This is an optimization exercise on Yosys and OpenROAD, whose aim is small area, not a production implementation.
Only simulation tests tie the RTL to the original design; equivalence was not proved.

==> flow/design.v, too long to show whole: its modules and the start of the top module <==
// module FFT32_pipeline: 1753 lines
// module fa_cell: 4 lines
// module ha_cell: 4 lines
module FFT32_pipeline (
    input clk,
    input i_rst,
    input signed [10:0] FFTInRe,
    input signed [10:0] FFTInIm,
    input in_valid,
    output signed [10:0] MDCOutUpRe,
    output signed [10:0] MDCOutUpIm,
    output signed [10:0] MDCOutDownRe,
    output signed [10:0] MDCOutDownIm,
    output MDC_out_valid,
    output signed [10:0] FFTOutRe,
    output signed [10:0] FFTOutIm,
    output FFT_out_valid
);
  // ...
==> flow/run.sh <==
#!/bin/bash
# synth_recipe.tcl (not shown) runs the flow's synth.tcl, then flattens the netlist and writes it again
# the make line also repeats each setting of config.mk as NAME=value (left out here)
make -C /OpenROAD-flow-scripts/flow DESIGN_CONFIG=/design/flow/config.mk WORK_HOME=/design/flow/orfs CLKGATE_MAP_FILE= SYNTH_SCRIPT=/design/flow/synth_recipe.tcl finish
==> flow/config.mk <==
export PLATFORM = sky130hd
export DESIGN_NAME = FFT32_pipeline
export DESIGN_NICKNAME = FFT32_pipeline
export VERILOG_FILES = /design/flow/design.v
export SDC_FILE = /design/flow/constraint.sdc
export NUM_CORES = 8
export LEC_CHECK = 0
export CAP_MARGIN = 20
export CORE_MARGIN = 2
export CORE_UTILIZATION = 65
export CTS_BUF_LIST = sky130_fd_sc_hd__clkbuf_8
export CTS_CLUSTER_DIAMETER = 50
export CTS_CLUSTER_SIZE = 16
export SLEW_MARGIN = 20
export SYNTH_HIERARCHICAL = 1
==> flow/constraint.sdc <==
create_clock -name core_clock -period 9.0 [get_ports {clk}]
set_input_delay 1.8000 -clock core_clock [delete_from_list [all_inputs] [get_ports {clk}]]
set_output_delay 1.8000 -clock core_clock [all_outputs]
set_load 0.01 [all_outputs]
==> flow_summary.toml, run 1 <==
[route]
routed.top_layer = "met5"
wl_met2_um = 53500
vias = 29600
wl_um = 114000

[critical_path]
worstSetupStartpoint = "cnt[0]"
critical_path.max_stage_delay_ns = 0.48
path_buf_inv = 4
r2r-end = "D3_3[4]"
rr_startpoint = "cnt[1]"
cp-end-kind = "output pin"
crit_type = "register to output pin"

[placement]
dpl_cell_area_um2 = 51000
placedCellCount = 4958
port_buffers = 92
gp_congestion = 0.977

[die]
initial_core_util_pct = 65.9
rows = 100
fp.dieArea_um2 = 77800
die_h_um = 279

[layout]
final_common_cell = "dfxtp_1"
ff_latch_area_um2 = 26000
nonClkBufAreaFrac_pct = 3.09
largest_reg_flops = 352
multi_input_area_share_pct = 41.2
largest-register = "D1"
drive_gt1_share_pct = 9.98

[cts]
htree_levels = 3
root_buffer = "clkbuf_8"
clk_latency_ns = 0.79

[yosys]
synth_area_um2 = 49100
yosys_warnings = 11
synth-compound-area-share_pct = 9.37
synth_top_family_by_area = "adder cells"
synth_fa_ha_area_share_pct = 22.7

[global_route]
grt_util_met3_pct = 4.43

[run_status]
status = "timing/DRC/antenna clean"

[sta]
setup_ws_ns = 0.113
==> run 2: changes to the inputs <==
==> flow/flow/run.sh (new file) <==
#!/bin/bash
# Layout flow: the standard ORFS flow (standard.sh), with two changes:
#  - the port buffers are sky130_fd_sc_hd__buf_2 cells instead of the
#    delay-buffer cells buffer_ports picks by itself;
#  - clock tree synthesis inserts no dummy loads.
# Every tool's output goes to standard.log.
set -euo pipefail
export BUFFER_PORTS_ARGS="-buffer_cell sky130_fd_sc_hd__buf_2"
export CTS_ARGS="-sink_clustering_enable -repair_clock_nets -sink_clustering_size 16 -sink_clustering_max_diameter 50 -buf_list sky130_fd_sc_hd__clkbuf_8 -dont_use_dummy_load"
bash standard.sh > standard.log 2>&1
==> flow/standard.sh (new file) <==
#!/bin/bash
# synth_recipe.tcl (not shown) runs the flow's synth.tcl, then flattens the netlist and writes it again
# the make line also repeats each setting of config.mk as NAME=value (left out here)
make -C /OpenROAD-flow-scripts/flow DESIGN_CONFIG=/design/flow/config.mk WORK_HOME=/design/flow/orfs CLKGATE_MAP_FILE= SYNTH_SCRIPT=/design/flow/synth_recipe.tcl "${@:-finish}"
==> flow/config.mk (replaced) <==
export PLATFORM = sky130hd
export DESIGN_NAME = FFT32_pipeline
export DESIGN_NICKNAME = FFT32_pipeline
export VERILOG_FILES = /design/flow/design.v
export SDC_FILE = /design/flow/constraint.sdc
export NUM_CORES = 8
export LEC_CHECK = 0
export CAP_MARGIN = 0
export CORE_MARGIN = 2
export CORE_UTILIZATION = 65
export SLEW_MARGIN = 0
export SYNTH_HIERARCHICAL = 1
removed: flow/run.sh
==> run 2 against run 1 <==
Compared with the run above:
- critical path depth did not move
- still clean on timing, DRC and antenna
- die area did not move
- sequential share of layout area rose by 1.3 points
- maximum frequency rose by 2.2%
- core utilization fell by 1.8 points
- clock-buffer cell count fell by 3
- final cell count fell by 1.2%
- worst setup slack improved by 0.19 ns
==> flow_summary.toml, run 2 <==
[min_path]
hold-path-cell-count = 0
hold_path_end = "E6[3][10]"
min_path_type = "register to register"
min_from = "E6[2][10]"

[global_route]
use_met2_pct = 47.7
grt_pass1_wl_um = 175000
grt_pass1_vias = 30900
grt_max_degree = 67
grt_util_met3_pct = 4.64
antenna_found_initial = 11
grt.overflow.total = 0
grt_use_total_pct = 29.4
use_met1_pct = 39.7
grt-busiest-layer = "met2"

[critical_path]
rrSetupSlack_ns = 1.13
reg2regPathDepth = 23
cp_top_family = "adder cells"
cpMaxStageDelayCell = "fa_1"
cpMostUsedCell = "fa_1"
cp_max_fo = 30
critical_path.max_stage_delay_ns = 0.44
path_depth = 20
path_buf_inv = 4
cp-end-kind = "output pin"
r2r-end = "rot_t2_lo_q[3]"
critical_path_arrival_ns = 6.90
rr_startpoint = "rk[1]"
start_kind = "register"
cp.required_ns = 7.20
crit_type = "register to output pin"
crit_chain = "inv_2, buf_6, nor2_1, fa_1, fa_1, fa_1, fa_1, fa_1, fa_1, fa_1, fa_1, fa_1, fa_1, xnor2_1, buf_6, nor2_4, a21oi_1, o21ai_0, mux2_2, buf_2"

[route]
wl_per_cell_um = 22.1
drc_errors = 0
ant_nets = 0
first_pass_iters = 6
wl_um = 112000
viasPerCell = 5.76
dr.first_iter.drc_count = 2298
vias = 29200

[layout]
drive_gt1_share_pct = 10.6
reg.largest.list = "D1 x352, E15 x330, D2 x176"
nNetsFinal = 4706
largest-register = "D1"
largest_reg_flops = 352
instances_no_fill = 5064
final_common_cell = "dfxtp_1"
syn2layout_area_growth_pct = 6.08
final_cell_mix = "1284 x dfxtp_1, 502 x fa_1, 374 x nor2_1, 349 x a21oi_1, 235 x nand2_1"

[die]
ios = 93
initial_core_util_pct = 65.9
die_h_um = 279
dieWidth_um = 279
fp.dieArea_um2 = 77800
rows = 100
coreArea_um2 = 74600

[placement]
port_buffers = 92
placedCellCount = 4957
gp_congestion = 1.02
place_hpwl_um = 82600

[yosys]
synth-edff-count = 0
netlist.area_leader.share_pct = 52.5
synth_area_um2 = 49100
synthArstFlopShare_pct = 0.617
syn_nets = 4622
yosys.cell_types.count = 76
synthCells = 4012
ys_seq_area_share_pct = 52.9
yosys-top-cells-count = "1288 x dfxtp_1, 502 x fa_1, 376 x nor2_1"
synth_seq_cells = 1296
synth_top_area_cell = "dfxtp_1"
yosys_warnings = 11
synthTopCellsByArea = "dfxtp_1 52%, fa_1 20%, a21oi_1 3.7%"
ys.flop_type = "dfxtp_1"
syn_avg_cell_area_um2 = 12.2
yosysMostFrequentCell = "dfxtp_1"

[sta]
relSlewSlack_pct = 18.4
hold_violations = 0
rsz0062_at_grt = "yes"
period_share_pct = 96.6
tns_ns = 0
slew_viol_final = 0
clock.fmax_ghz = 0.115
final.min_clock_period_ns = 8.70
skew_ns = 0.133
whs_ns = 0.215
worst_pin_slew_ns = 1.21
setup_viol = 0

[cts]
htree_levels = 3
cts_max_path_buffers = 3
cts.sinks = 1296
clk_latency_ns = 0.77
postCtsSetupBuffers = 0
clk_pin_slew_worst_paths_ns = 0.09
root_buffer = "clkbuf_8"
cts_buffers = 106
cts_tree = "done"

[flow_run]
maxCapViolations = 0

[run_status]
status = "timing/DRC/antenna clean"
-- run 2: cell counts after synthesis --
Identical to the previous run, type by type.
-- run 2: worst max path at each step --
| stage | from | end | slack [ns] |
|---|---|---|---|
| 4_1_cts | cnt[0] | FFTOutIm[0] | 0.05 |
| 5_1_grt | cnt[0] | FFTOutIm[4] | -0.01 |
| 3_5_place_dp | cnt[0] | FFTOutIm[0] | 0.45 |
| 2_1_floorplan | cnt[0] | FFTOutRe[9] | 0.91 |
| 3_3_place_gp | cnt[0] | FFTOutIm[0] | 0.65 |
| 6_report | cnt[0] | FFTOutRe[0] | 0.30 |
-- run 2: modules after synthesis, one instance, submodules excluded --
module | flip-flops and latches | copies in the design | cell area [µm²]
FFT32_pipeline | 1296 | 1 | 38700
fa_cell | 0 | 502 | 20.0
ha_cell | 0 | 29 | 12.5
-- run 2: kinds of logic after synthesis --
group           share of synthesized area [%]
buf+inv                                  2.92
xor+xnor                                 1.03
compound gates                           9.37
fa+ha+maj                                22.7
mux                                      4.83
simple gates                             6.29
flops                                    52.9
-- run 2: metrics by stage --
step | util (%) | setup slack, ns | area, µm²
floorplan | - | 0.909 | 49100
global placement | 67.8 | 0.647 | 50600
detailed placement | 67.8 | 0.451 | 50600
CTS | 69.8 | 0.0474 | 52000
global route | 69.9 | -0.0123 | 52100
finish | 69.9 | 0.304 | 52100
-- run 2: cell type report --
cell class                 instances  area [µm²]
sequential                      1296       26000
multi-input combinational       2371       21800
inverter                         151         574
tap                              969        1210
antenna                            1        2.50
clock buffer                     106        1460
timing repair buffer             170        1060
fill                            5236       22500
-- run 2: timing repair --
action / CTS / global route
hold buffers: 0 / 0
resized for setup: 3 / 17
endpoints found under the setup margin: 12 / 20
hold endpoints to repair: 0 / 0
-- run 2: worst reg2reg max path: cells and delay by family, from the launching register on --
family,cells,cell delay (ns)
flip-flops,1,0.45
AO/OA/AOI/OAI,5,1.34
buffers and inverters,4,0.76
AND/OR/NAND/NOR,2,0.19
multiplexers,1,0.23
adder cells (fa/ha/maj),11,4.73
-- run 2: per-layer routing --
metal | share of wire [%] | vias to the layer above
met3 | 6.2 | 277
met5 | 0.012 | -
met1 | 43 | 14400
li1 | - | 13400
met4 | 4.5 | 2
met2 | 47 | 1091
==> run 3: changes to the inputs <==
--- a/flow/config.mk
+++ b/flow/config.mk
@@ -5,8 +5,9 @@
 export SDC_FILE = /design/flow/constraint.sdc
 export NUM_CORES = 8
 export LEC_CHECK = 0
-export CAP_MARGIN = 0
+export ABC_AREA = 1
+export CAP_MARGIN = 20
 export CORE_MARGIN = 2
 export CORE_UTILIZATION = 65
-export SLEW_MARGIN = 0
+export SLEW_MARGIN = 20
 export SYNTH_HIERARCHICAL = 1
==> run 3 against run 2 <==
Compared with the run above:
- final cell count up 7.5%
- clock skew down 0.014 ns
- non-clock buffer count down 19
- critical path type unchanged
- worst setup slack better by 0.057 ns
- area after synthesis down 0.92%
- core utilization down 0.47 points
==> flow_summary.toml, run 3 <==
[run_status]
status = "timing/DRC/antenna clean"

[global_route]
grt_max_degree = 82
grt_use_total_pct = 27.7
grt.overflow.total = 0
antenna_found_initial = 4
grt_pass1_wl_um = 165000
grt_pass1_vias = 29700

[layout]
fin_area_um2 = 51600
largest-register = "D1"
reg.largest.list = "D1 x352, E15 x330, D2 x176"
final_common_cell = "dfxtp_1"
final_cell_mix = "1288 x dfxtp_1, 769 x nand2_1, 502 x fa_1, 431 x o21ai_0, 291 x inv_1"
fillCellCount = 5674
nNetsFinal = 5083
drive_gt1_share_pct = 7.85
largest_reg_flops = 352
syn2layout_area_growth_pct = 5.98

[yosys]
netlist.area_leader.share_pct = 53.0
ys.flop_type = "dfxtp_1"
synth_seq_cells = 1296
synthArstFlopShare_pct = 0.617
syn_nets = 5000
synthCells = 4390
synth_area_um2 = 48700
yosys_warnings = 11
yosys.cell_types.count = 58
synth_top_area_cell = "dfxtp_1"
yosysMostFrequentCell = "dfxtp_1"
synthTopCellsByArea = "dfxtp_1 53%, fa_1 21%, nand2_1 5.9%"
synth-edff-count = 0
syn_avg_cell_area_um2 = 11.1
yosys-top-cells-count = "1288 x dfxtp_1, 769 x nand2_1, 502 x fa_1"
ys_seq_area_share_pct = 53.4

[critical_path]
cp-end-kind = "output pin"
cpMaxStageDelayCell = "dfrtp_2"
critical_path.max_stage_delay_ns = 0.45
start_kind = "register"
critical_path_arrival_ns = 6.84
crit_type = "register to output pin"
cp.required_ns = 7.20
crit_chain = "clkinvlp_4, nor2_1, ha_1, fa_1, fa_1, fa_1, fa_1, fa_1, fa_1, fa_1, fa_1, fa_1, fa_1, xnor2_1, buf_4, nor2_1, inv_2, nand2_1, o21ai_0, o21ai_0, buf_2"
rrSetupSlack_ns = 1.17
cpMostUsedCell = "fa_1"
cp_max_fo = 12

[sta]
worst_pin_slew_ns = 0.953
setup_viol = 0
whs_ns = 0.225
hold_violations = 0
relSlewSlack_pct = 36.4
tns_ns = 0
skew_ns = 0.119
setup_ws_ns = 0.361
slew_viol_final = 0
rsz0062_at_grt = "no"
clock.fmax_ghz = 0.116
period_share_pct = 96.0
final.min_clock_period_ns = 8.64

[die]
rows = 100
coreArea_um2 = 74300
dieWidth_um = 278
fp.dieArea_um2 = 77100
ios = 93
die_h_um = 278
initial_core_util_pct = 65.5

[cts]
clk_latency_ns = 0.75
root_buffer = "clkbuf_8"
clk_pin_slew_worst_paths_ns = 0.09
cts_buffers = 110
cts_max_path_buffers = 3
cts.sinks = 1296
htree_levels = 3
cts_tree = "done"

[route]
ant_nets = 0
vias = 29600
dr.first_iter.drc_count = 2563
wl_per_cell_um = 19.1
drc_errors = 0
wl_um = 104000
first_pass_iters = 8
viasPerCell = 5.43

[placement]
port_buffers = 92
place_ws_ns = 0.753
dpl_cell_area_um2 = 50000
gp_congestion = 0.965
place_hpwl_um = 78100

[min_path]
min_path_type = "register to register"

[flow_run]
maxCapViolations = 0
run 3: what timing repair did:
action                     CTS  global route
setup buffers                0             4
hold buffers                 0             0
resized for setup            1             1
cloned                       0             1
setup endpoints to repair    1             9
run 3: final cells by class:
type	instances	area, µm²	share of cell area, %
Antenna cell	4	10.0	0.0194
Tap cell	969	1210	2.35
Sequential cell	1296	26000	50.4
Multi-Input combinational cell	2575	20700	40.1
Timing Repair Buffer	151	903	1.75
Clock buffer	110	1510	2.94
Inverter	338	1270	2.47
Timing Repair inverter	1	5.00	0.00970
run 3: cells by family (layout without fill, tap and decap cells):
logic type / Yosys count / after routing / synth area share [%]
buffers and inverters: 519 / 600 / 4.18
AND/OR/NAND/NOR: 1092 / 1092 / 8.85
flip-flops: 1296 / 1296 / 53.4
multiplexers: 5 / 5 / 0.129
AO/OA/AOI/OAI: 832 / 832 / 9.53
other: 0 / 4 / 0
XOR/XNOR: 61 / 61 / 1.15
adder cells (fa/ha/maj): 585 / 585 / 22.8
run 3: per-module statistics from Yosys, one instance, submodules excluded:
module | times used | area [µm²] | cells inside
fa_cell | 502 | 20.0 | 1
FFT32_pipeline | 1 | 38300 | 3859
ha_cell | 29 | 12.5 | 1
run 3: worst paths after layout:
kind	startpoint	endpoint	depth (start not counted)
max in group asynchronous	i_rst	cnt[0]	2
setup / recovery	cnt[0]	FFTOutIm[0]	21
hold reg to reg	E6[2][21]	E6[3][21]	0
min in group asynchronous	i_rst	cnt[3]	2
hold / removal	E6[2][21]	E6[3][21]	0
setup reg to reg	cnt[1]	D3_2[16]	27
run 3: routing by layer:
| metal | wire length (µm) | GRT usage [%] | vias to the layer above |
|---|---|---|---|
| li1 | - | - | 14100 |
| met1 | 46100 | 39.0 | 14200 |
| met2 | 47200 | 43.4 | 1030 |
| met3 | 6210 | 4.40 | 267 |
| met4 | 4490 | 11.2 | 0 |
| met5 | 0 | 0 | - |
run 3: per-stage QoR:
stage / cells / utilization (%)
floorplan: 4390 / -
CTS: 5435 / 69.3
detailed placement: 5325 / 67.3
finish: 5444 / 69.4
global placement: 5325 / 67.3
global route: 5442 / 69.4
run 3: critical path: cells and delay by family, from the launching register on:
family                     cells  cell delay [ns]
DFF                            1             0.45
buffers and inverters          4             0.63
and+or+nand+nor                3             0.35
xor gates and xnor gates       1             0.13
adders and majority gates     11             4.18
AOI/OAI and AO/OA              2             0.42
==> run 4: changes to the inputs <==
--- a/flow/config.mk
+++ b/flow/config.mk
@@ -5,9 +5,11 @@
 export SDC_FILE = /design/flow/constraint.sdc
 export NUM_CORES = 8
 export LEC_CHECK = 0
-export ABC_AREA = 1
 export CAP_MARGIN = 20
 export CORE_MARGIN = 2
 export CORE_UTILIZATION = 65
+export CTS_BUF_LIST = sky130_fd_sc_hd__clkbuf_8
+export CTS_CLUSTER_DIAMETER = 50
+export CTS_CLUSTER_SIZE = 16
 export SLEW_MARGIN = 20
 export SYNTH_HIERARCHICAL = 1
==> run 4 against run 3 <==
Compared with the run above:
- clock-buffer cell count is 4 lower
- clock skew is 0.016 ns higher
- sequential share of layout area is 0.52 points lower
- critical endpoint is now FFTOutRe[0]
- still clean
- via count is 1.0% lower
==> flow_summary.toml, run 4 <==
[yosys]
yosys_warnings = 11
ys_seq_area_share_pct = 52.9
syn_avg_cell_area_um2 = 12.2
post_synth_xor_area_fraction_pct = 1.03
yosys-top-cells-count = "1288 x dfxtp_1, 502 x fa_1, 376 x nor2_1"
synth-edff-count = 0
yosys.area_share.simple_pct = 6.29
synth_top_area_cell = "dfxtp_1"
syn_nets = 4622
synth_top_family_by_area = "adder cells"
synthTopCellsByArea = "dfxtp_1 52%, fa_1 20%, a21oi_1 3.7%"
synth_fa_ha_area_share_pct = 22.7
synth-compound-area-share_pct = 9.37
synthArstFlopShare_pct = 0.617
synth_seq_cells = 1296
synth_mux_area_share_pct = 4.83
yosysMostFrequentCell = "dfxtp_1"
yosys.cell_types.count = 76
synthCells = 4012
netlist.area_leader.share_pct = 52.5
ys.flop_type = "dfxtp_1"
synth_area_um2 = 49100

[placement]
port_buffers = 92
place_hpwl_um = 82600
gp_congestion = 1.02
place_ws_ns = 0.451
dpl_cell_area_um2 = 50600

[layout]
drive_gt1_share_pct = 10.7
final_common_cell = "dfxtp_1"
fillCellCount = 5229
reg.largest.list = "D1 x352, E15 x330, D2 x176"
largest_reg_flops = 352
fin_area_um2 = 52100
syn2layout_area_growth_pct = 6.13
nNetsFinal = 4706
final_cell_mix = "1284 x dfxtp_1, 502 x fa_1, 374 x nor2_1, 349 x a21oi_1, 235 x nand2_1"
largest-register = "D1"

[critical_path]
cpMostUsedCell = "fa_1"
rrSetupSlack_ns = 1.12
critical_path_arrival_ns = 6.89
crit_chain = "inv_2, buf_6, nor2_1, fa_1, fa_1, fa_1, fa_1, fa_1, fa_1, fa_1, fa_1, fa_1, fa_1, xnor2_1, buf_6, nor2_4, a21oi_1, o21ai_0, mux2_2, buf_2"
critical_path.max_stage_delay_ns = 0.44
crit_type = "register to output pin"
cp-end-kind = "output pin"
start_kind = "register"
cp.required_ns = 7.20
cpMaxStageDelayCell = "fa_1"
cp_max_fo = 30

[cts]
postCtsSetupBuffers = 0
cts.sinks = 1296
cts_tree = "done"
cts_max_path_buffers = 3
hold_buffers = 0
cts_buffers = 106
htree_levels = 3
clk_latency_ns = 0.77
root_buffer = "clkbuf_8"
clk_pin_slew_worst_paths_ns = 0.09

[sta]
period_share_pct = 96.6
skew_ns = 0.135
setup_viol = 0
whs_ns = 0.212
hold_violations = 0
setup_ws_ns = 0.309
relSlewSlack_pct = 17.1
tns_ns = 0
worst_pin_slew_ns = 1.23
rsz0062_at_grt = "yes"
clock.fmax_ghz = 0.115
slew_viol_final = 0
final.min_clock_period_ns = 8.69

[global_route]
grt_max_degree = 67
grt_pass1_wl_um = 175000
antenna_found_initial = 11
grt.overflow.total = 0
grt_pass1_vias = 30900
grt_use_total_pct = 29.4

[route]
ant_nets = 0
first_pass_iters = 6
vias = 29300
wl_um = 112000
dr.first_iter.drc_count = 2355
viasPerCell = 5.78
wl_per_cell_um = 22.1
drc_errors = 0

[die]
die_h_um = 279
dieWidth_um = 279
rows = 100
coreArea_um2 = 74600
ios = 93
initial_core_util_pct = 65.9
fp.dieArea_um2 = 77800

[flow_run]
maxCapViolations = 0

[min_path]
min_path_type = "register to register"

[run_status]
status = "timing/DRC/antenna clean"
-- run 4: cell types whose count changed after synthesis, moves of 21 or more --
cell,delta
a21oi_1,+159
nor2_1,+119
a211oi_1,+52
a21o_1,+21
o21ai_0,-339
mux2i_1,+102
nor2b_1,+31
and2_1,+36
nand2_1,-533
o21a_1,+24
inv_1,-145
mux2_2,+105
inv_2,-37
-- run 4: timing repair --
item                                   4_1_cts  5_1_grt
resized for setup                            3       17
endpoints found under the hold margin        0        0
setup endpoints to repair                   12       20
-- run 4: path summary, 6_finish.rpt --
kind | to | depth (start not counted) | from
max | FFTOutRe[0] | 20 | cnt[0]
min | E6[1][18] | 0 | E6[0][18]
min in group asynchronous | cnt[2] | 2 | i_rst
max in group asynchronous | cnt[0] | 2 | i_rst
max reg2reg | rot_t2_lo_q[3] | 23 | rk[1]
min reg2reg | E6[1][18] | 0 | E6[0][18]
-- run 4: metrics by stage --
stage,util [%],cells
after floorplan,-,4012
after global placement,67.8,4957
after detailed placement,67.8,4957
after CTS,69.8,5063
after global routing,69.9,5064
final,69.9,5065
-- run 4: per-layer routing --
metal | GRT usage, % | vias up | routed length (µm)
li1 | - | 13400 | -
met1 | 39.7 | 14500 | 47800
met4 | 12.4 | 2 | 5250
met2 | 47.7 | 1086 | 52100
met3 | 4.64 | 308 | 6690
met5 | 0 | - | 13
-- run 4: worst max-delay path, delay by kind of cell, from the launching register on --
kind                     cells  cell delay (ns)
buffers and inverters        4             0.71
flip-flops                   1             0.39
XOR/XNOR                     1             0.21
adder cells (fa/ha/maj)     10             4.01
AO/OA/AOI/OAI                2             0.39
AND/OR/NAND/NOR              2             0.21
multiplexers                 1             0.28
-- run 4: area by class of cell --
class                      instances  area, µm²  area share [%]
sequential                      1296      26000            49.9
multi-input combinational       2371      21800            41.9
clock buffer                     106       1460            2.80
tap                              969       1210            2.33
timing repair buffer             170       1060            2.03
inverter                         151        574            1.10
antenna                            2       5.00         0.00960
-- run 4: Yosys stat by module, one instance, submodules excluded --
module,times used,cell area (µm²),flops+latches
ha_cell,29,12.5,0
fa_cell,502,20.0,0
FFT32_pipeline,1,38700,1296
-- run 4: kinds of logic after synthesis --
group                      Yosys count
DFF                               1296
AOI/OAI and AO/OA                  763
and+or+nand+nor                    741
adders and majority gates          589
buffers and inverters              345
muxes                              220
xor gates and xnor gates            58
==> run 5: changes to the inputs <==
--- a/flow/flow/run.sh
+++ b/flow/flow/run.sh
@@ -6,5 +6,5 @@
 # Every tool's output goes to standard.log.
 set -euo pipefail
 export BUFFER_PORTS_ARGS="-buffer_cell sky130_fd_sc_hd__buf_2"
-export CTS_ARGS="-sink_clustering_enable -repair_clock_nets -sink_clustering_size 16 -sink_clustering_max_diameter 50 -buf_list sky130_fd_sc_hd__clkbuf_8 -dont_use_dummy_load"
+export CTS_ARGS="-sink_clustering_enable -repair_clock_nets -sink_clustering_size 20 -sink_clustering_max_diameter 60 -buf_list sky130_fd_sc_hd__clkbuf_8 -dont_use_dummy_load"
 bash standard.sh > standard.log 2>&1
==> flow/config.mk (replaced) <==
export PLATFORM = sky130hd
export DESIGN_NAME = FFT32_pipeline
export DESIGN_NICKNAME = FFT32_pipeline
export VERILOG_FILES = /design/flow/design.v
export SDC_FILE = /design/flow/constraint.sdc
export NUM_CORES = 8
export LEC_CHECK = 0
export CAP_MARGIN = 0
export CORE_MARGIN = 2
export CORE_UTILIZATION = 65
export SLEW_MARGIN = 0
export SYNTH_HIERARCHICAL = 1
==> run 5 against run 4 <==
Compared with the run above:
- synthesized cell count stayed put
- non-clock buffer count is the same
- cell area decreased by 0.64%
- hold slack better by 0.023 ns
- sequential share of layout area rose by 0.32 points
- via count is 0.77% lower
- die area is the same
- critical path depth unchanged
- routed wire length shrank 0.84%
==> flow_summary.toml, run 5 <==
[run_status]
status = "timing/DRC/antenna clean"

[placement]
port_buffers = 92
placedCellCount = 4957
gp_congestion = 1.02
place_ws_ns = 0.451
place_hpwl_um = 82600

[sta]
relSlewSlack_pct = 16.3
skew_ns = 0.0982
setup_ws_ns = 0.309
hold_violations = 0
setup_viol = 0
rsz0062_at_grt = "yes"
clock.fmax_ghz = 0.115
worst_pin_slew_ns = 1.25
final.min_clock_period_ns = 8.69
slew_viol_final = 0
period_share_pct = 96.6

[cts]
hold_buffers = 0
htree_levels = 3
clk_pin_slew_worst_paths_ns = 0.11
cts_max_path_buffers = 3
cts_buffers = 84
cts_tree = "done"
clk_latency_ns = 0.75
cts.sinks = 1296
postCtsSetupBuffers = 0
root_buffer = "clkbuf_8"

[yosys]
synthCells = 4012
synthArstFlopShare_pct = 0.617
synth-edff-count = 0
synthTopCellsByArea = "dfxtp_1 52%, fa_1 20%, a21oi_1 3.7%"
ys.flop_type = "dfxtp_1"
yosysMostFrequentCell = "dfxtp_1"
syn_nets = 4622
synth_top_area_cell = "dfxtp_1"
synth_seq_cells = 1296
netlist.area_leader.share_pct = 52.5
yosys.cell_types.count = 76
yosys-top-cells-count = "1288 x dfxtp_1, 502 x fa_1, 376 x nor2_1"
synth_area_um2 = 49100
ys_seq_area_share_pct = 52.9
syn_avg_cell_area_um2 = 12.2
yosys_warnings = 11

[critical_path]
reg2regPathDepth = 23
cp-end-kind = "output pin"
crit_chain = "inv_2, buf_6, nor2_1, fa_1, fa_1, fa_1, fa_1, fa_1, fa_1, fa_1, fa_1, fa_1, fa_1, xnor2_1, buf_6, nor2_4, a21oi_1, o21ai_0, mux2_2, buf_2"
worstSetupStartpoint = "cnt[0]"
critical_path.max_stage_delay_ns = 0.44
cpMaxStageDelayCell = "fa_1"
r2r-end = "rot_t2_lo_q[3]"
cpMostUsedCell = "fa_1"
rrSetupSlack_ns = 1.11
crit_type = "register to output pin"
start_kind = "register"
cp.required_ns = 7.20
critical_path_arrival_ns = 6.89
cp_max_fo = 30
rr_startpoint = "rk[1]"
endpoint = "FFTOutRe[8]"

[die]
fp.dieArea_um2 = 77800
initial_core_util_pct = 65.9
dieWidth_um = 279
die_h_um = 279
rows = 100
ios = 93
coreArea_um2 = 74600

[global_route]
grt_max_degree = 67
antenna_found_initial = 11
grt.overflow.total = 0
grt_use_total_pct = 29.2
grt_pass1_vias = 30500
grt_pass1_wl_um = 174000

[route]
viasPerCell = 5.76
first_pass_iters = 8
dr.first_iter.drc_count = 2381
wl_um = 111000
drc_errors = 0
ant_nets = 0
wl_per_cell_um = 22.0
vias = 29000

[layout]
instances_no_fill = 5043
fin_util_pct = 69.5
final_common_cell = "dfxtp_1"
drive_gt1_share_pct = 10.1
final_cell_mix = "1284 x dfxtp_1, 502 x fa_1, 374 x nor2_1, 351 x a21oi_1, 235 x nand2_1"
fillCellCount = 5307
largest_reg_flops = 352
nNetsFinal = 4684
largest-register = "D1"
syn2layout_area_growth_pct = 5.45
reg.largest.list = "D1 x352, E15 x330, D2 x176"

[flow_run]
maxCapViolations = 0

[min_path]
min_path_type = "register to register"
-- run 5: final cells by class --
class	count	area [µm²]	area share, %
Inverter	151	574	1.11
Clock buffer	84	1160	2.23
Multi-Input combinational cell	2371	21800	42.1
Tap cell	969	1210	2.34
Timing Repair Buffer	170	1060	2.04
Sequential cell	1296	26000	50.2
Antenna cell	2	5.00	0.00966
-- run 5: stage by stage --
step | hold WS, ns | area [µm²] | setup TNS (ns)
floorplan | 0.310 | 49100 | 0
global placement | 0.309 | 50600 | 0
detailed placement | 0.312 | 50600 | 0
CTS | 0.231 | 51700 | 0
global route | 0.228 | 51800 | -0.103
finish | 0.235 | 51800 | 0
-- run 5: per-module statistics from Yosys (local to each module, per instance) --
module / times used / cell area [µm²] / flops+latches
FFT32_pipeline: 1 / 38700 / 1296
fa_cell: 502 / 20.0 / 0
ha_cell: 29 / 12.5 / 0
-- run 5: cell families after synthesis --
kind of cell / synth area share [%]
flip-flops: 52.9
AO/OA/AOI/OAI: 9.37
AND/OR/NAND/NOR: 6.29
adder cells (fa/ha/maj): 22.7
buffers and inverters: 2.92
multiplexers: 4.83
XOR/XNOR: 1.03
-- run 5: worst max-delay path, delay by kind of cell (launching register included) --
kind	cells	cell delay (ns)
adder cells (fa/ha/maj)	10	4.02
XOR/XNOR	1	0.20
flip-flops	1	0.39
AO/OA/AOI/OAI	2	0.42
buffers and inverters	4	0.71
multiplexers	1	0.29
AND/OR/NAND/NOR	2	0.20
-- run 5: metal layers --
metal  global-route usage, %  up-vias  wire (µm)
li1                        -    13300          -
met1                    39.8    14400      47600
met2                    47.0     1093      51500
met5                       0        -         14
met3                    4.47      284       6530
met4                    12.3        2       5100
-- run 5: how the worst min path moves through the flow --
stage	end	cells after the start	slack (ns)	start
after global placement	E15[1][14]	0	0.31	E15[0][14]
after floorplan	D1[12][0]	0	0.31	D1[11][0]
final	E6[3][10]	0	0.23	E6[2][10]
after detailed placement	D1[4][19]	0	0.31	D1[3][19]
after global routing	E6[3][10]	0	0.23	E6[2][10]
after CTS	E6[3][10]	0	0.23	E6[2][10]
-- run 5: what timing repair did --
| action | CTS | global route |
|---|---|---|
| hold endpoints to repair | 0 | 0 |
| setup endpoints to repair | 9 | 20 |
| gates resized for setup | 3 | 15 |
==> run 6: changes to the inputs <==
--- a/flow/flow/run.sh
+++ b/flow/flow/run.sh
@@ -6,5 +6,5 @@
 # Every tool's output goes to standard.log.
 set -euo pipefail
 export BUFFER_PORTS_ARGS="-buffer_cell sky130_fd_sc_hd__buf_2"
-export CTS_ARGS="-sink_clustering_enable -repair_clock_nets -sink_clustering_size 20 -sink_clustering_max_diameter 60 -buf_list sky130_fd_sc_hd__clkbuf_8 -dont_use_dummy_load"
+export CTS_ARGS="-sink_clustering_enable -repair_clock_nets -sink_clustering_size 18 -sink_clustering_max_diameter 50 -buf_list sky130_fd_sc_hd__clkbuf_8 -dont_use_dummy_load"
 bash standard.sh > standard.log 2>&1
==> run 6 against run 5 <==
Compared with the run above:
- critical path type unchanged
- still clean on timing, DRC and antenna
- highest routed layer unchanged
- maximum frequency about the same
- clock-buffer cell count grew 18
- clock skew grew 0.064 ns
==> flow_summary.toml, run 6 <==
[run_status]
status = "timing/DRC/antenna clean"

[layout]
drive_gt1_share_pct = 10.3
syn2layout_area_growth_pct = 5.89
largest_reg_flops = 352
nNetsFinal = 4702
reg.largest.list = "D1 x352, E15 x330, D2 x176"
final_common_cell = "dfxtp_1"
fin_util_pct = 69.8
fillCellCount = 5255
final_cell_mix = "1284 x dfxtp_1, 502 x fa_1, 374 x nor2_1, 358 x a21oi_1, 235 x nand2_1"
largest-register = "D1"
fin_area_um2 = 52000

[placement]
place_ws_ns = 0.451
place_hpwl_um = 82600
port_buffers = 92
gp_congestion = 1.02
dpl_cell_area_um2 = 50600

[critical_path]
cp.required_ns = 7.20
cp_max_fo = 30
start_kind = "register"
critical_path_arrival_ns = 6.90
cp-end-kind = "output pin"
crit_type = "register to output pin"

[yosys]
synthTopCellsByArea = "dfxtp_1 52%, fa_1 20%, a21oi_1 3.7%"
yosys-top-cells-count = "1288 x dfxtp_1, 502 x fa_1, 376 x nor2_1"
yosys.cell_types.count = 76
ys_seq_area_share_pct = 52.9
yosysMostFrequentCell = "dfxtp_1"
yosys_warnings = 11
syn_avg_cell_area_um2 = 12.2
ys.flop_type = "dfxtp_1"
synth-edff-count = 0
synth_top_area_cell = "dfxtp_1"
synthCells = 4012
synth_seq_cells = 1296
synth_area_um2 = 49100
netlist.area_leader.share_pct = 52.5
synthArstFlopShare_pct = 0.617
syn_nets = 4622

[cts]
cts_resized = 3
cts.sinks = 1296
root_buffer = "clkbuf_8"
hold_buffers = 0
cts_max_path_buffers = 3
cts_buffers = 102
clk_latency_ns = 0.77
postCtsSetupBuffers = 0
cts_tree = "done"
clk_pin_slew_worst_paths_ns = 0.10
htree_levels = 3

[die]
ios = 93
fp.dieArea_um2 = 77800
coreArea_um2 = 74600
dieWidth_um = 279
initial_core_util_pct = 65.9
die_h_um = 279
rows = 100

[sta]
period_share_pct = 96.7
clock.fmax_ghz = 0.115
tns_ns = 0
setup_ws_ns = 0.301
relSlewSlack_pct = 18.0
slew_viol_final = 0
skew_ns = 0.163
final.min_clock_period_ns = 8.70
worst_pin_slew_ns = 1.22
hold_violations = 0
setup_viol = 0

[route]
ant_nets = 0
wl_um = 111000
viasPerCell = 5.76
dr.first_iter.drc_count = 2298
wl_per_cell_um = 21.9
first_pass_iters = 6
vias = 29100
drc_errors = 0

[min_path]
min_path_type = "register to register"

[global_route]
grt_max_degree = 67
grt_pass1_vias = 30900
grt_pass1_wl_um = 174000
antenna_found_initial = 10
grt.overflow.total = 0
grt_use_total_pct = 29.2

[flow_run]
maxCapViolations = 0
==> run 6: cell count changes in the layout (fill, tap and decap cells not counted), sizes merged <==
cell	before	now
diode	2	1
clkbuf	84	102
==> run 6: layout make-up <==
type	count	area [µm²]	share of cell area, %
sequential	1296	26000	50.0
tap	969	1210	2.33
antenna	1	2.50	0.00481
inverter	151	574	1.10
clock buffer	102	1400	2.70
timing repair buffer	170	1050	2.03
multi-input combinational	2371	21800	41.9
==> run 6: routing by layer <==
layer,GRT usage (%),wire (µm)
met1,39.8,47600
met2,47.3,51600
met3,4.41,6730
met4,12.1,5000
met5,0,13
==> run 6: worst paths after layout <==
kind | slack [ns] | from | depth (start not counted) | endpoint
setup / recovery | 0.30 | cnt[0] | 20 | FFTOutRe[5]
hold / removal | 0.25 | E15[8][10] | 0 | E15[9][10]
setup reg to reg | 1.12 | rk[1] | 23 | rot_t2_lo_q[3]
hold reg to reg | 0.25 | E15[8][10] | 0 | E15[9][10]
max in group asynchronous | 7.55 | i_rst | 2 | cnt[4]
min in group asynchronous | 1.12 | i_rst | 2 | cnt[1]
==> run 6: logic make-up after synthesis <==
group                    Yosys count  synth area share (%)
AO/OA/AOI/OAI                    763                  9.37
XOR/XNOR                          58                  1.03
adder cells (fa/ha/maj)          589                  22.7
buffers and inverters            345                  2.92
flip-flops                      1296                  52.9
multiplexers                     220                  4.83
AND/OR/NAND/NOR                  741                  6.29
==> run 6: modules after synthesis, one instance, submodules excluded <==
module	area [µm²]	times used	flops+latches
FFT32_pipeline	38700	1	1296
ha_cell	12.5	29	0
fa_cell	20.0	502	0
==> run 6: worst max-delay path: stages, from the launching register on <==
cell and delay (ns):
dfrtp_1 0.39, inv_2 0.12, buf_6 0.23, nor2_1 0.10, fa_1 0.42, fa_1 0.40
fa_1 0.39, fa_1 0.38, fa_1 0.38, fa_1 0.40, fa_1 0.40, fa_1 0.40
fa_1 0.44, fa_1 0.41, xnor2_1 0.18, buf_4 0.24, nor2_4 0.09, a21oi_1 0.28
o21ai_0 0.17, mux2_2 0.30, buf_2 0.14
==> run 6: through the flow <==
stage / cells / hold WS (ns)
final: 5060 / 0.249
after global routing: 5060 / 0.236
after CTS: 5059 / 0.236
after detailed placement: 4957 / 0.312
after global placement: 4957 / 0.309
after floorplan: 4012 / 0.310
==> run 7: changes to the inputs <==
--- a/flow/flow/run.sh
+++ b/flow/flow/run.sh
@@ -6,5 +6,5 @@
 # Every tool's output goes to standard.log.
 set -euo pipefail
 export BUFFER_PORTS_ARGS="-buffer_cell sky130_fd_sc_hd__buf_2"
-export CTS_ARGS="-sink_clustering_enable -repair_clock_nets -sink_clustering_size 18 -sink_clustering_max_diameter 50 -buf_list sky130_fd_sc_hd__clkbuf_8 -dont_use_dummy_load"
+export CTS_ARGS="-sink_clustering_enable -repair_clock_nets -sink_clustering_size 20 -sink_clustering_max_diameter 50 -buf_list sky130_fd_sc_hd__clkbuf_8 -dont_use_dummy_load"
 bash standard.sh > standard.log 2>&1
--- a/flow/config.mk
+++ b/flow/config.mk
@@ -5,8 +5,8 @@
 export SDC_FILE = /design/flow/constraint.sdc
 export NUM_CORES = 8
 export LEC_CHECK = 0
-export CAP_MARGIN = 0
+export CAP_MARGIN = 20
 export CORE_MARGIN = 2
 export CORE_UTILIZATION = 65
-export SLEW_MARGIN = 0
+export SLEW_MARGIN = 20
 export SYNTH_HIERARCHICAL = 1
==> run 7 against run 6 <==
Compared with the run above:
- routed wire length up 0.38%
- synthesized cell count unchanged
- via count down 0.18%
- global-route usage up 0.052 points
- final cell count about the same
- hold slack worse by 0.015 ns
- worst setup slack worse by 0.097 ns
- critical path depth unchanged
- area after synthesis unchanged
==> flow_summary.toml, run 7 <==
[yosys]
synth_seq_cells = 1296
yosys-top-cells-count = "1288 x dfxtp_1, 502 x fa_1, 376 x nor2_1"
ys.flop_type = "dfxtp_1"
synth_area_um2 = 49100
synth-edff-count = 0
yosys_warnings = 11
yosysMostFrequentCell = "dfxtp_1"
synthCells = 4012
ys_seq_area_share_pct = 52.9
synth_top_area_cell = "dfxtp_1"
yosys.cell_types.count = 76
syn_avg_cell_area_um2 = 12.2
synthTopCellsByArea = "dfxtp_1 52%, fa_1 20%, a21oi_1 3.7%"
syn_nets = 4622
synthArstFlopShare_pct = 0.617
netlist.area_leader.share_pct = 52.5

[run_status]
status = "timing/DRC/antenna clean"

[die]
fp.dieArea_um2 = 77800
ios = 93
rows = 100
initial_core_util_pct = 65.9
dieWidth_um = 279
die_h_um = 279
coreArea_um2 = 74600

[sta]
setup_ws_ns = 0.204
period_share_pct = 97.7
hold_violations = 0
worst_pin_slew_ns = 1.25
whs_ns = 0.234
rsz0062_at_grt = "yes"
clock.fmax_ghz = 0.114
relSlewSlack_pct = 15.8
setup_viol = 0
final.min_clock_period_ns = 8.80
slew_viol_final = 0
skew_ns = 0.116

[critical_path]
cpMostUsedCell = "fa_1"
cpMaxStageDelayCell = "fa_1"
crit_type = "register to output pin"
cp-end-kind = "output pin"
crit_chain = "inv_2, buf_6, nor2_1, fa_1, fa_1, fa_1, fa_1, fa_1, fa_1, fa_1, fa_1, fa_1, fa_1, xnor2_1, buf_4, nor2_4, a21oi_2, o21ai_1, mux2_2, buf_2"
critical_path_arrival_ns = 7.00
cp.required_ns = 7.20
cp_max_fo = 23
critical_path.max_stage_delay_ns = 0.43
start_kind = "register"

[cts]
clk_latency_ns = 0.76
cts_buffers = 97
root_buffer = "clkbuf_8"
cts_tree = "done"
htree_levels = 3
cts.sinks = 1296
cts_max_path_buffers = 3
postCtsSetupBuffers = 0
clk_pin_slew_worst_paths_ns = 0.11

[flow_run]
maxCapViolations = 0

[route]
dr.first_iter.drc_count = 2301
drc_errors = 0
viasPerCell = 5.75
ant_nets = 0
wl_per_cell_um = 22.0
wl_um = 111000
vias = 29100
first_pass_iters = 6

[global_route]
antenna_found_initial = 9
grt_pass1_wl_um = 174000
grt_pass1_vias = 30700
grt_max_degree = 67
grt.overflow.total = 0
grt_use_total_pct = 29.3

[layout]
final_common_cell = "dfxtp_1"
nNetsFinal = 4697
largest-register = "D1"
final_cell_mix = "1284 x dfxtp_1, 502 x fa_1, 374 x nor2_1, 346 x a21oi_1, 235 x nand2_1"
reg.largest.list = "D1 x352, E15 x330, D2 x176"
drive_gt1_share_pct = 10.6
largest_reg_flops = 352
syn2layout_area_growth_pct = 5.90

[min_path]
min_path_type = "register to register"

[placement]
place_hpwl_um = 82600
port_buffers = 92
place_ws_ns = 0.451
gp_congestion = 1.02
run 7: routing by layer:
layer  GRT usage (%)  routed length (µm)
met4            13.2                5470
met5               0                  13
met1            39.7               47800
met2            47.0               51600
met3            4.45                6600
run 7: metrics by stage:
stage | util [%] | std cells | TNS, ns | area [µm²]
floorplan | - | 4012 | 0 | 49100
global placement | 67.8 | 4957 | 0 | 50600
detailed placement | 67.8 | 4957 | 0 | 50600
CTS | 69.6 | 5054 | 0 | 51900
global route | 69.8 | 5055 | -0.528 | 52000
finish | 69.8 | 5057 | 0 | 52000
run 7: Yosys stat by module (local to each module, per instance):
module	cells	flops+latches	times used	area (µm²)
FFT32_pipeline	3481	1296	1	38700
fa_cell	1	0	502	20.0
ha_cell	1	0	29	12.5
run 7: what timing repair did:
item	4_1_cts	5_1_grt
resized for setup	3	20
hold buffers	0	0
setup endpoints to repair	17	21
run 7: cell families (layout without fill, tap and decap cells):
group,count (synthesis),count (layout),synth area share (%)
fa+ha+maj,589,589,22.7
compound gates,763,763,9.37
flops,1296,1296,52.9
xor+xnor,58,58,1.03
other cells,0,3,0
buf+inv,345,418,2.92
mux,220,220,4.83
simple gates,741,741,6.29
run 7: path summary, 6_finish.rpt:
kind	from	end	slack [ns]	cells after the start
min in group asynchronous	i_rst	cnt[3]	1.06	2
min	E6[0][18]	E6[1][18]	0.23	0
max in group asynchronous	i_rst	cnt[2]	7.63	2
min reg2reg	E6[0][18]	E6[1][18]	0.23	0
max reg2reg	rk[1]	rot_t2_lo_q[3]	1.11	23
max	cnt[0]	FFTOutIm[0]	0.20	20
run 7: critical path: cells and delay by family, from the launching register on:
kind / cells / cell delay [ns]
simple gates: 2 / 0.35
flops: 1 / 0.39
xor+xnor: 1 / 0.13
buf+inv: 4 / 0.66
compound gates: 2 / 0.46
mux: 1 / 0.27
fa+ha+maj: 10 / 4.00
run 7: final cells by class:
cell class / count / area, µm²
sequential: 1296 / 26000
fill: 5256 / 22600
multi-input combinational: 2371 / 21800
clock buffer: 97 / 1340
tap: 969 / 1210
timing repair buffer: 170 / 1060
inverter: 151 / 574
antenna: 3 / 7.51
==> run 8: changes to the inputs <==
--- a/flow/flow/run.sh
+++ b/flow/flow/run.sh
@@ -6,5 +6,5 @@
 # Every tool's output goes to standard.log.
 set -euo pipefail
 export BUFFER_PORTS_ARGS="-buffer_cell sky130_fd_sc_hd__buf_2"
-export CTS_ARGS="-sink_clustering_enable -repair_clock_nets -sink_clustering_size 20 -sink_clustering_max_diameter 50 -buf_list sky130_fd_sc_hd__clkbuf_8 -dont_use_dummy_load"
+export CTS_ARGS="-sink_clustering_enable -repair_clock_nets -sink_clustering_size 18 -sink_clustering_max_diameter 60 -buf_list sky130_fd_sc_hd__clkbuf_8 -dont_use_dummy_load"
 bash standard.sh > standard.log 2>&1
==> run 8 against run 7 <==
Compared with the run above:
- critical path type unchanged
- critical endpoint unchanged
- worst setup slack better by 0.085 ns
- cell area decreased by 0.28%
==> flow_summary.toml, run 8 <==
[placement]
port_buffers = 92
dpl_cell_area_um2 = 50600
place_hpwl_um = 82600
gp_congestion = 1.02

[yosys]
synth_seq_cells = 1296
synthArstFlopShare_pct = 0.617
yosysMostFrequentCell = "dfxtp_1"
synth-edff-count = 0
synth_area_um2 = 49100
synth_top_area_cell = "dfxtp_1"
syn_avg_cell_area_um2 = 12.2
ys_seq_area_share_pct = 52.9
yosys-top-cells-count = "1288 x dfxtp_1, 502 x fa_1, 376 x nor2_1"
yosys.cell_types.count = 76
yosys_warnings = 11
synthCells = 4012
syn_nets = 4622
synthTopCellsByArea = "dfxtp_1 52%, fa_1 20%, a21oi_1 3.7%"
netlist.area_leader.share_pct = 52.5
ys.flop_type = "dfxtp_1"

[sta]
period_share_pct = 96.8
worst_pin_slew_ns = 1.24
slew_viol_final = 0
relSlewSlack_pct = 16.4
final.min_clock_period_ns = 8.71
whs_ns = 0.242
hold_violations = 0
rsz0062_at_grt = "yes"
skew_ns = 0.143
setup_viol = 0
clock.fmax_ghz = 0.115

[critical_path]
start_kind = "register"
worstSetupStartpoint = "cnt[0]"
cp_max_fo = 23
rrSetupSlack_ns = 1.12
cpMostUsedCell = "fa_1"
critical_path.max_stage_delay_ns = 0.43
cpMaxStageDelayCell = "fa_1"
crit_type = "register to output pin"
crit_chain = "inv_2, buf_4, nor2_1, fa_1, fa_1, fa_1, fa_1, fa_1, fa_1, fa_1, fa_1, fa_1, fa_1, xnor2_1, buf_4, nor2_4, a21oi_2, o21ai_1, mux2_2, buf_2"
rr_startpoint = "rk[1]"
r2r-end = "rot_t2_lo_q[3]"
cp-end-kind = "output pin"
critical_path_arrival_ns = 6.91
reg2regPathDepth = 23
cp.required_ns = 7.20

[die]
coreArea_um2 = 74600
fp.dieArea_um2 = 77800
die_h_um = 279
ios = 93
rows = 100
dieWidth_um = 279
initial_core_util_pct = 65.9

[global_route]
antenna_found_initial = 11
grt_max_degree = 67
grt.overflow.total = 0
grt_pass1_wl_um = 174000
grt_pass1_vias = 30600
grt_use_total_pct = 29.2

[cts]
clk_latency_ns = 0.75
htree_levels = 3
cts_max_path_buffers = 3
postCtsSetupBuffers = 0
cts_tree = "done"
root_buffer = "clkbuf_8"
cts_buffers = 90
cts.sinks = 1296
clk_pin_slew_worst_paths_ns = 0.10

[route]
wl_per_cell_um = 22.0
dr.first_iter.drc_count = 2291
drc_errors = 0
ant_nets = 0
vias = 29200
first_pass_iters = 6
viasPerCell = 5.78
wl_um = 111000

[layout]
multi_input_area_um2 = 21800
fin_util_pct = 69.6
fin_area_um2 = 51900
nNetsFinal = 4690
ff_latch_area_um2 = 26000
reg.largest.list = "D1 x352, E15 x330, D2 x176"
final_cell_mix = "1284 x dfxtp_1, 502 x fa_1, 374 x nor2_1, 356 x a21oi_1, 235 x nand2_1"
final_common_cell = "dfxtp_1"
syn2layout_area_growth_pct = 5.61
largest-register = "D1"
drive_gt1_share_pct = 10.2
fillCellCount = 5271
largest_reg_flops = 352

[min_path]
min_from = "E15[11][19]"
min_path_type = "register to register"
hold_path_end = "E15[12][19]"
hold-path-cell-count = 0

[run_status]
status = "timing/DRC/antenna clean"

[flow_run]
maxCapViolations = 0
run 8: metrics by stage:
stage	std cells	TNS, ns	setup slack [ns]
2_1_floorplan	4012	0	0.909
3_3_place_gp	4957	0	0.647
3_5_place_dp	4957	0	0.451
4_1_cts	5047	0	0.0957
5_1_grt	5048	-0.196	-0.0445
6_report	5049	0	0.290
run 8: kinds of logic (layout without fill, tap and decap cells):
group	after synthesis	in the layout	synth area share, %
fa+ha+maj	589	589	22.7
other cells	0	2	0
compound gates	763	763	9.37
mux	220	220	4.83
simple gates	741	741	6.29
xor+xnor	58	58	1.03
buf+inv	345	411	2.92
flops	1296	1296	52.9
run 8: Yosys stat by module, one instance, submodules excluded:
module | times used | cell area (µm²) | cells
fa_cell | 502 | 20.0 | 1
FFT32_pipeline | 1 | 38700 | 3481
ha_cell | 29 | 12.5 | 1
run 8: what timing repair did:
item / CTS / global route
setup endpoints to repair: 3 / 17
hold buffers: 0 / 0
cloned: 0 / 0
resized for setup: 3 / 8
hold endpoints to repair: 0 / 0
run 8: cell type report:
cell class                 instances  area share (%)
antenna                            2         0.00965
clock buffer                      90            2.39
inverter                         151            1.11
multi-input combinational       2371            42.0
sequential                      1296            50.1
tap                              969            2.34
timing repair buffer             170            2.02
run 8: worst max path at each step:
stage                    to  slack [ns]
4_1_cts         FFTOutIm[0]         0.1
5_1_grt        FFTOutIm[10]       -0.04
2_1_floorplan   FFTOutRe[9]        0.91
3_5_place_dp    FFTOutIm[0]        0.45
6_report        FFTOutIm[0]        0.29
3_3_place_gp    FFTOutIm[0]        0.65
run 8: per-layer routing:
| layer | GRT usage [%] | wire length [µm] | part of all wire, % |
|---|---|---|---|
| met1 | 39.8 | 47400 | 43 |
| met2 | 47.2 | 51900 | 47 |
| met3 | 4.38 | 6940 | 6.3 |
| met4 | 12.1 | 4840 | 4.4 |
| met5 | 0 | 14 | 0.013 |
run 8: critical path: cells and delay by family (launching register included):
family	cells	cell delay (ns)
muxes	1	0.27
DFF	1	0.39
adders and majority gates	10	4.00
AOI/OAI and AO/OA	2	0.43
and+or+nand+nor	2	0.35
buffers and inverters	4	0.70
xor gates and xnor gates	1	0.13
==> run 9: changes to the inputs <==
--- a/flow/config.mk
+++ b/flow/config.mk
@@ -5,6 +5,7 @@
 export SDC_FILE = /design/flow/constraint.sdc
 export NUM_CORES = 8
 export LEC_CHECK = 0
+export ABC_AREA = 1
 export CAP_MARGIN = 20
 export CORE_MARGIN = 2
 export CORE_UTILIZATION = 65
==> run 9 against run 8 <==
Compared with the run above:
- maximum frequency is 1.1% higher
- sequential share of layout area is 0.57 points higher
- clock-buffer cell count down 2
- critical path depth rose by 1
- hold slack lost 0.0086 ns
- first-iteration DRC count is 13% higher
- global-route usage decreased by 1.5 points
==> flow_summary.toml, run 9 <==
[route]
ant_nets = 0
viasPerCell = 5.43
dr.first_iter.drc_count = 2583
first_pass_iters = 6
wl_per_cell_um = 19.1
wl_um = 104000
drc_errors = 0
vias = 29500

[placement]
gp_congestion = 0.965
place_hpwl_um = 78100
dpl_cell_area_um2 = 50000
port_buffers = 92

[yosys]
ys.flop_type = "dfxtp_1"
synthArstFlopShare_pct = 0.617
syn_nets = 5000
synth_area_um2 = 48700
yosys.cell_types.count = 58
synth-edff-count = 0
yosysMostFrequentCell = "dfxtp_1"
netlist.area_leader.share_pct = 53.0
synth_top_area_cell = "dfxtp_1"
synthTopCellsByArea = "dfxtp_1 53%, fa_1 21%, nand2_1 5.9%"
ys_seq_area_share_pct = 53.4
synthCells = 4390
syn_avg_cell_area_um2 = 11.1
yosys_warnings = 11
yosys-top-cells-count = "1288 x dfxtp_1, 769 x nand2_1, 502 x fa_1"
synth_seq_cells = 1296

[min_path]
min_path_type = "register to register"
hold-path-cell-count = 0
min_from = "D1[4][16]"
hold_path_end = "D1[5][16]"

[critical_path]
cpMaxStageDelayCell = "dfrtp_2"
rr_startpoint = "cnt[1]"
reg2regPathDepth = 26
rrSetupSlack_ns = 1.16
cpMostUsedCell = "fa_1"
start_kind = "register"
cp.required_ns = 7.20
crit_type = "register to output pin"
cp-end-kind = "output pin"
path_buf_inv = 4
r2r-end = "D3_2[16]"
critical_path_arrival_ns = 6.82
cp_max_fo = 12
cp_top_family = "adder cells"
critical_path.max_stage_delay_ns = 0.47
crit_chain = "clkinvlp_4, nor2_1, ha_1, fa_1, fa_1, fa_1, fa_1, fa_1, fa_1, fa_1, fa_1, fa_1, fa_1, xnor2_1, buf_4, nor2_1, inv_2, nand2_1, o21ai_0, o21ai_0, buf_2"

[layout]
drive_gt1_share_pct = 7.39
largest_reg_flops = 352
nNetsFinal = 5061
largest-register = "D1"
syn2layout_area_growth_pct = 5.36
fin_area_um2 = 51300
final_common_cell = "dfxtp_1"
reg.largest.list = "D1 x352, E15 x330, D2 x176"
final_cell_mix = "1288 x dfxtp_1, 769 x nand2_1, 502 x fa_1, 431 x o21ai_0, 291 x inv_1"
fin_util_pct = 69.0

[die]
die_h_um = 278
rows = 100
initial_core_util_pct = 65.5
dieWidth_um = 278
coreArea_um2 = 74300
ios = 93
fp.dieArea_um2 = 77100

[cts]
cts_max_path_buffers = 3
cts_tree = "done"
clk_latency_ns = 0.74
hold_buffers = 0
root_buffer = "clkbuf_8"
clk_pin_slew_worst_paths_ns = 0.11
cts.sinks = 1296
htree_levels = 3
cts_buffers = 88

[sta]
hold_violations = 0
slew_viol_final = 0
period_share_pct = 95.7
tns_ns = 0
clock.fmax_ghz = 0.116
skew_ns = 0.115
worst_pin_slew_ns = 0.956
setup_viol = 0
relSlewSlack_pct = 36.3
rsz0062_at_grt = "no"
final.min_clock_period_ns = 8.62

[global_route]
grt_pass1_vias = 29400
antenna_found_initial = 3
grt_use_total_pct = 27.6
grt_pass1_wl_um = 164000
grt_max_degree = 82
grt.overflow.total = 0

[flow_run]
maxCapViolations = 0

[run_status]
status = "timing/DRC/antenna clean"
-- run 9: cell count changes in the layout (fill, tap and decap cells not counted), moves of 52 or more --
cell,delta
a211oi_1,-52
a21oi_1,-154
inv_1,+144
mux2_2,-105
mux2i_1,-101
nand2_1,+534
nor2_1,-117
o21ai_0,+336
-- run 9: final cells by class --
cell class | count | area [µm²]
diodes | 5 | 12.5
well taps | 969 | 1210
inverters | 338 | 1270
clock buffers | 88 | 1210
repair buffers | 151 | 903
flip-flops and latches | 1296 | 26000
repair inverters | 1 | 5.00
multi-input cells | 2575 | 20700
fillers | 5696 | 23000
-- run 9: metrics by stage --
step           hold slack, ns  worst slack, ns  instances
3_5_place_dp            0.312            0.753       5325
4_1_cts                 0.228            0.108       5413
2_1_floorplan           0.310             1.00       4390
5_1_grt                 0.228          0.00548       5420
3_3_place_gp            0.310            0.787       5325
6_report                0.233            0.385       5423
-- run 9: worst max path at each step --
stage	startpoint	endpoint	slack [ns]	cells past startpoint
2_1_floorplan	cnt[0]	FFTOutRe[0]	1.00	21
3_3_place_gp	cnt[0]	FFTOutIm[10]	0.79	22
3_5_place_dp	cnt[0]	FFTOutIm[10]	0.75	22
4_1_cts	cnt[0]	FFTOutIm[10]	0.11	22
5_1_grt	cnt[0]	FFTOutIm[10]	0.005	22
6_report	cnt[0]	FFTOutIm[0]	0.38	21
-- run 9: cells by family after synthesis --
logic type / Yosys count / share of synthesized area, %
flip-flops: 1296 / 53.4
buffers and inverters: 519 / 4.18
XOR/XNOR: 61 / 1.15
AO/OA/AOI/OAI: 832 / 9.53
adder cells (fa/ha/maj): 585 / 22.8
AND/OR/NAND/NOR: 1092 / 8.85
multiplexers: 5 / 0.129
-- run 9: per-layer routing --
| layer | vias to the layer above | share of wire, % | GRT usage (%) |
|---|---|---|---|
| li1 | 14000 | - | - |
| met1 | 14200 | 44 | 39.3 |
| met2 | 1028 | 45 | 43.3 |
| met3 | 251 | 6.0 | 3.94 |
| met4 | 0 | 4.2 | 10.9 |
| met5 | - | 0 | 0 |
-- run 9: repair_timing --
action,CTS,global route
gates resized for setup,1,1
endpoints found under the setup margin,1,11
cloned,0,1
buffers inserted,0,4
-- run 9: modules after synthesis (local to each module, per instance) --
module          times used  cells
FFT32_pipeline           1   3859
fa_cell                502      1
ha_cell                 29      1

## static timing again, ports no longer ideal
The results above use ideal ports. As a check the final layouts listed here were re-extracted and re-timed, cells and wires unchanged. Step 1, drivers: a clkbuf_16 drives clk and a buf_2 each remaining input, both assumed. Step 2 also shifts input and output timing later by t, the mid clock arrival at the registers, as if the neighbouring blocks saw the same clock. Slacks: ideal / step 1 / step 2; pairs: ideal / step 1.
run | t, ns | setup slack, ns | clock arrival spread, ns | slew at the worst register clock pin (ns)
run 1 | 0.820 | 0.113 / 0.046 / 0.866 | 0.085 / 0.084 | 0.10 / 0.10
run 2 | 0.772 | 0.304 / 0.241 / 1.013 | 0.152 / 0.151 | 0.10 / 0.10
run 3 | 0.769 | 0.361 / 0.301 / 1.071 | 0.162 / 0.163 | 0.10 / 0.10
run 4 | 0.775 | 0.309 / 0.246 / 1.021 | 0.154 / 0.154 | 0.10 / 0.10
run 5 | 0.756 | 0.309 / 0.247 / 1.003 | 0.129 / 0.128 | 0.12 / 0.12
run 6 | 0.730 | 0.301 / 0.240 / 0.969 | 0.202 / 0.201 | 0.11 / 0.11
run 7 | 0.763 | 0.204 / 0.142 / 0.906 | 0.123 / 0.123 | 0.11 / 0.11
run 8 | 0.723 | 0.290 / 0.229 / 0.952 | 0.167 / 0.166 | 0.11 / 0.11
run 9 | 0.745 | 0.385 / 0.323 / 1.068 | 0.123 / 0.123 | 0.11 / 0.11
After both steps setup and hold are still met in every run listed.
